This is an optimization exercise on Yosys and OpenROAD, whose aim is small area, not a production implementation.
The RTL was checked by simulation tests, not by an equivalence proof against the original design.
Power and IR drop assume default switching activity.

==> flow/design.v <==
module receiver(
    input clk,
    input rst,
    input read_enable,
    input uart_rx,
    output [7:0] data_out,
    output rx_status
);
localparam [13:0] CB = 14'd0;
localparam [13:0] CW = 14'd19;
localparam READY    = 2'b00;
localparam WAIT_BIT = 2'b01;
localparam LOAD_BIT = 2'b10;
localparam READ_BIT = 2'b11;
reg [1:0] state;
reg [13:0] t;
reg [8:0] sr;
reg x;
wire hit = ~t[0] & ~t[1] & ~t[2] & ~t[3] & ~t[4] & t[5] & ~t[6] & ~t[7] & t[8] &
           t[11] & ~t[12] & ~t[13];
wire ready = (state == READY);
wire wt    = (state == WAIT_BIT);
wire load  = (state == LOAD_BIT);
wire rd    = (state == READ_BIT);
always @(posedge clk) begin
    if (rst)
        state <= READY;
    else
    case (state)
        READY    : if (read_enable && !uart_rx) state <= WAIT_BIT;
        WAIT_BIT : if (hit && !uart_rx) state <= LOAD_BIT;
        LOAD_BIT : state <= READ_BIT;
        READ_BIT : if (hit) state <= (x && !sr[0]) ? READY : LOAD_BIT;
    endcase
end
always @(posedge clk) begin
    if (rst || (ready && read_enable))
        x <= 1'b0;
    else if (load && sr[0])
        x <= 1'b1;
end
assign rx_status = ready & x;
wire ldw = ready | (wt & hit & uart_rx);
wire ldb = (wt & hit & ~uart_rx) | (rd & hit);
always @(posedge clk) begin
    if (ldw)
        t <= CW;
    else if (ldb)
        t <= CB;
    else
        t <= ~{t[12:0], t[12] ^ t[13]};
end
always @(posedge clk) begin
    if (wt & hit)
        sr <= 9'b100000000;
    else if (load) begin
        if (!sr[0])
            sr <= {uart_rx, sr[8:1]};
        else if (x)
            sr[0] <= 1'b0;
    end
end
assign data_out = sr[8:1];
endmodule
module encryptor(
    input clk,
    input rst,
    input encrypt_enable,
    input [7:0] data_in,
    output reg [7:0] data_out,
    output cy_status
);
reg [2:0] s;
reg [7:0] lfsr_reg;
reg [7:0] prev_output;
always @(posedge clk) begin
    if (rst)
        s <= 3'b000;
    else begin
        s[0] <= ~s[0] & (s[1] | encrypt_enable);
        s[1] <= s[1] ^ s[0];
        s[2] <= s[1] & s[0];
    end
end
assign cy_status = s[2];
wire [7:0] key = {lfsr_reg[6:0], lfsr_reg[7] ^ lfsr_reg[5] ^ lfsr_reg[4] ^ lfsr_reg[3]};
always @(posedge clk) begin
    if (rst) begin
        lfsr_reg <= 8'b10111011;
        prev_output <= 8'b10101110;
        data_out <= 8'b00000000;
    end else if (cy_status) begin
        lfsr_reg <= key;
        data_out <= key ^ prev_output ^ data_in;
        prev_output <= data_out;
    end
end
endmodule
module transmitter(
    input clk,
    input rst,
    input send_enable,
    input [7:0] data,
    output reg uart_tx,
    output tx_status
);
localparam [13:0] C = 14'd143;
localparam [13:0] E = 14'd6;
localparam [13:0] D = C ^ E;
reg [13:0] t;
reg [3:0] idx;
wire same = ((t ^ C) & ~D) == 14'd0;
wire hit  = same & (((t ^ E) & D) == 14'd0);
wire atc  = same & (((t ^ C) & D) == 14'd0);
wire ready = idx[3] & ~idx[2] & idx[0];
wire ld    = ~ready & atc;
always @(posedge clk) begin
    if (rst)
        idx <= 4'd11;
    else if (ready)
        idx <= send_enable ? 4'd15 : 4'd11;
    else if (hit)
        idx <= idx + 1'b1;
end
always @(posedge clk) begin
    if (ready | hit)
        t <= C;
    else
        t <= {~t[12:0], t[0] ^ t[4] ^ t[13]};
end
wire bit_out = idx[3] ? ~idx[0] : data[idx[2:0]];
always @(posedge clk) begin
    if (rst)
        uart_tx <= 1'b1;
    else if (ld)
        uart_tx <= bit_out;
end
assign tx_status = idx[3] & ~idx[1] & idx[0];
endmodule
module top(
    input clk,
    input rst,
    input read_enable,
    input uart_rx,
    output uart_tx,
    output status
);
wire send_enable;
wire encrypt_enable;
wire [7:0] received_data;
wire [7:0] encrypted_data;
receiver    rx (clk, rst, read_enable,     uart_rx,         received_data,   encrypt_enable);
encryptor   cy (clk, rst, encrypt_enable,  received_data,   encrypted_data,  send_enable);
transmitter tx (clk, rst, send_enable,     encrypted_data,  uart_tx,         status);
endmodule
==> flow/config.mk <==
export PLATFORM = sky130hd
export DESIGN_NAME = top
export DESIGN_NICKNAME = top
export VERILOG_FILES = /design/flow/design.v
export SDC_FILE = /design/flow/constraint.sdc
export NUM_CORES = 4
export LEC_CHECK = 0
export CAP_MARGIN = 20
export CORE_MARGIN = 2
export CORE_UTILIZATION = 70
export SLEW_MARGIN = 20
==> flow/constraint.sdc <==
create_clock -name core_clock -period 5.0 [get_ports {clk}]
set_input_delay 1.0000 -clock core_clock [delete_from_list [all_inputs] [get_ports {clk}]]
set_output_delay 1.0000 -clock core_clock [all_outputs]
set_load 0.01 [all_outputs]
standard.sh (not shown) runs the stock make flow with config.mk's settings and CLKGATE_MAP_FILE= SYNTH_SCRIPT=/design/flow/synth_recipe.tcl, a recipe that flattens the netlist after the stock synthesis.
==> flow/flow/run.sh <==
#!/bin/bash
# Own flow: the standard ORFS flow (standard.sh) with these changes:
#  - after the standard synthesis, the combinational logic between the
#    registers is re-mapped by ABC for area with each abc_*.script here; the
#    smallest netlist that keeps the standard synthesis's registers (names
#    and cells) and that Yosys proves equivalent to it is laid out;
#  - ABC's buffers are removed at floorplan (REMOVE_ABC_BUFFERS);
#  - port buffers are buf_1 cells;
#  - CTS builds the clock tree of clkbuf_4 cells and inserts no dummy loads.
# Each tool's output goes to a log file in this folder.
set -euo pipefail
W=$(pwd)
R=$W/orfs/results/sky130hd/top/base
export REMOVE_ABC_BUFFERS=1
export BUFFER_PORTS_ARGS="-buffer_cell sky130_fd_sc_hd__buf_1"
export CTS_ARGS="${CTS_ARGS_OVERRIDE:--sink_clustering_enable -repair_clock_nets -dont_use_dummy_load -buf_list sky130_fd_sc_hd__clkbuf_4}"
bash standard.sh synth > $W/standard_synth.log 2>&1
cp $R/1_2_yosys.v $W/standard_1_2_yosys.v
LIB=$FLOW_HOME/platforms/sky130hd/lib/sky130_fd_sc_hd__tt_025C_1v80.lib
# sequential cells of the standard synthesis: kept as they are
SEQ=$(grep -o "sky130_fd_sc_hd__[a-z0-9_]*" $W/standard_1_2_yosys.v | sort -u | grep -E "__(df|edf|sdf|sedf|dl)" | tr '\n' ' ')
DU=$(sed -n '/DONT_USE_CELLS +=/,/^#/p' $FLOW_HOME/platforms/sky130hd/config.mk | grep -o "sky130_fd_sc_hd__[a-z0-9_]*" | sed 's/^/-dont_use /' | tr '\n' ' ')
regs() { python3 - "$1" <<'EOP'
import re,sys
t=open(sys.argv[1]).read()
for c,n in sorted(re.findall(r'(sky130_fd_sc_hd__(?:df|edf|sdf|sedf|dl)\w*)\s+(\S+)\s*\(',t)): print(c,n)
EOP
}
REGS_STD=$(regs $W/standard_1_2_yosys.v)
best=""; best_area=""
for S in $W/flow/abc_*.script; do
  k=$(basename $S .script)
  cat > $W/resynth_$k.ys <<EOS
read_liberty -ignore_miss_func $LIB
read_verilog $W/standard_1_2_yosys.v
hierarchy -top top
setattr -mod -set keep_hierarchy 1 $SEQ
flatten
delete t:\\\$scopeinfo
rename -hide w:_*_.*
opt_clean
abc -liberty $LIB $DU -script $S
opt_clean -purge
hierarchy -top top
blackbox $SEQ
tee -o $W/resynth_$k.stat stat -liberty $LIB
write_verilog -noattr -nohex -nodec $W/resynth_$k.v
EOS
  yosys -s $W/resynth_$k.ys > $W/resynth_$k.log 2>&1 || continue
  yosys -p "read_liberty -lib $LIB; read_verilog $W/resynth_$k.v; hierarchy -check -top top; check -assert" > $W/resynth_${k}_check.log 2>&1 || continue
  [[ -s $W/resynth_$k.v ]] || continue
  ! grep -qE "always|reg " $W/resynth_$k.v || continue
  [[ "$(regs $W/resynth_$k.v)" == "$REGS_STD" ]] || continue
  # equivalence with the standard synthesis, registers paired by name
  yosys -p "read_liberty -ignore_miss_func $LIB; read_verilog $W/standard_1_2_yosys.v; rename top gold;
    read_verilog $W/resynth_$k.v; rename top gate; hierarchy -check;
    flatten gold gate; rename -hide w:_*; opt_clean gold gate;
    equiv_make gold gate eq; hierarchy -top eq; equiv_simple -seq 2; equiv_induct; equiv_status -assert" > $W/resynth_${k}_equiv.log 2>&1 || continue
  a=$(grep "Chip area" $W/resynth_$k.stat | awk '{print $NF}')
  echo "$k $a" >> $W/resynth_areas.txt
  if [[ -z "$best" ]] || python3 -c "import sys; sys.exit(0 if $a < $best_area else 1)"; then
    best=$k; best_area=$a
  fi
done
if [[ -n "$best" ]]; then
  echo "using re-mapped netlist $best ($best_area)" > $W/resynth_used.txt
  cp $W/resynth_$best.v $R/1_2_yosys.v
  touch $R/1_2_yosys.v
else
  echo "using standard netlist" > $W/resynth_used.txt
fi
bash standard.sh > $W/standard.log 2>&1
Other scripts of this flow, unchanged in this note and not shown: flow/flow/abc_s1.script, flow/flow/abc_s12.script, flow/flow/abc_s13.script, flow/flow/abc_s15.script, flow/flow/abc_s16.script, flow/flow/abc_s8.script
==> next run, changes <==
--- a/flow/design.v
+++ b/flow/design.v
@@ -104,29 +104,32 @@
     output reg uart_tx,
     output tx_status
 );
-localparam [13:0] C = 14'd143;
-localparam [13:0] E = 14'd6;
-localparam [13:0] D = C ^ E;
 reg [13:0] t;
 reg [3:0] idx;
-wire same = ((t ^ C) & ~D) == 14'd0;
-wire hit  = same & (((t ^ E) & D) == 14'd0);
-wire atc  = same & (((t ^ C) & D) == 14'd0);
+reg ld;
+wire hit = ~t[0] & t[1] & t[2] & t[3] & ~t[4] & t[5] & ~t[6] & ~t[7] & ~t[8] &
+           t[10] & ~t[12] & ~t[13];
 wire ready = idx[3] & ~idx[2] & idx[0];
-wire ld    = ~ready & atc;
+wire snd   = ~ready & ~ld;
 always @(posedge clk) begin
-    if (rst)
+    if (rst) begin
         idx <= 4'd11;
-    else if (ready)
+        ld <= 1'b0;
+    end else if (ready) begin
         idx <= send_enable ? 4'd15 : 4'd11;
-    else if (hit)
+        ld <= send_enable;
+    end else if (ld)
+        ld <= 1'b0;
+    else if (hit) begin
         idx <= idx + 1'b1;
+        ld <= ~(idx[3] & ~idx[0]);
+    end
 end
 always @(posedge clk) begin
-    if (ready | hit)
-        t <= C;
+    if (ready | (snd & hit))
+        t <= 14'd0;
     else
-        t <= {~t[12:0], t[0] ^ t[4] ^ t[13]};
+        t <= ~{t[12:0], t[0] ^ t[13]};
 end
 wire bit_out = idx[3] ? ~idx[0] : data[idx[2:0]];
 always @(posedge clk) begin
Outcome: The new run finished with timing, DRC and antenna clean; worst setup slack gets worse by 0.35 ns; flip-flop and latch count increases by 1; combinational power increases by 33%; area after synthesis increases by 0.30%; routed wire length increases by about 4.3%; non-clock buffer count increases by 1; cell area increases by about 0.6%; total power increases by 2.1%; via count increases by 1.7%; synthesized cell count decreases by about 2.2%; critical path depth increases by 5.

-- separate check: timing with driven ports --
The flow's constraints put no driver on any port. The routed layouts listed below were extracted and timed again, unchanged, in two steps.
Step 1, drivers: a clkbuf_16 drives clk and a buf_2 each remaining input, both assumed.
Step 2 moves the port delays by t, midway between the first and last clock arrival at a register: inputs arrive t later, outputs are due t later. That takes back most of the time a late clock gives input paths.
Three values: no drivers, after step 1, after step 2; two values: the first two.
| run | t (ns) | setup slack, ns | latest minus earliest clock arrival (ns) |
|---|---|---|---|
| the first run | 0.406 | 2.594 / 2.594 / 2.594 | 0.026 / 0.026 |
| the second run | 0.410 | 2.243 / 2.243 / 2.243 | 0.037 / 0.036 |
After both steps every run listed still meets setup and hold.
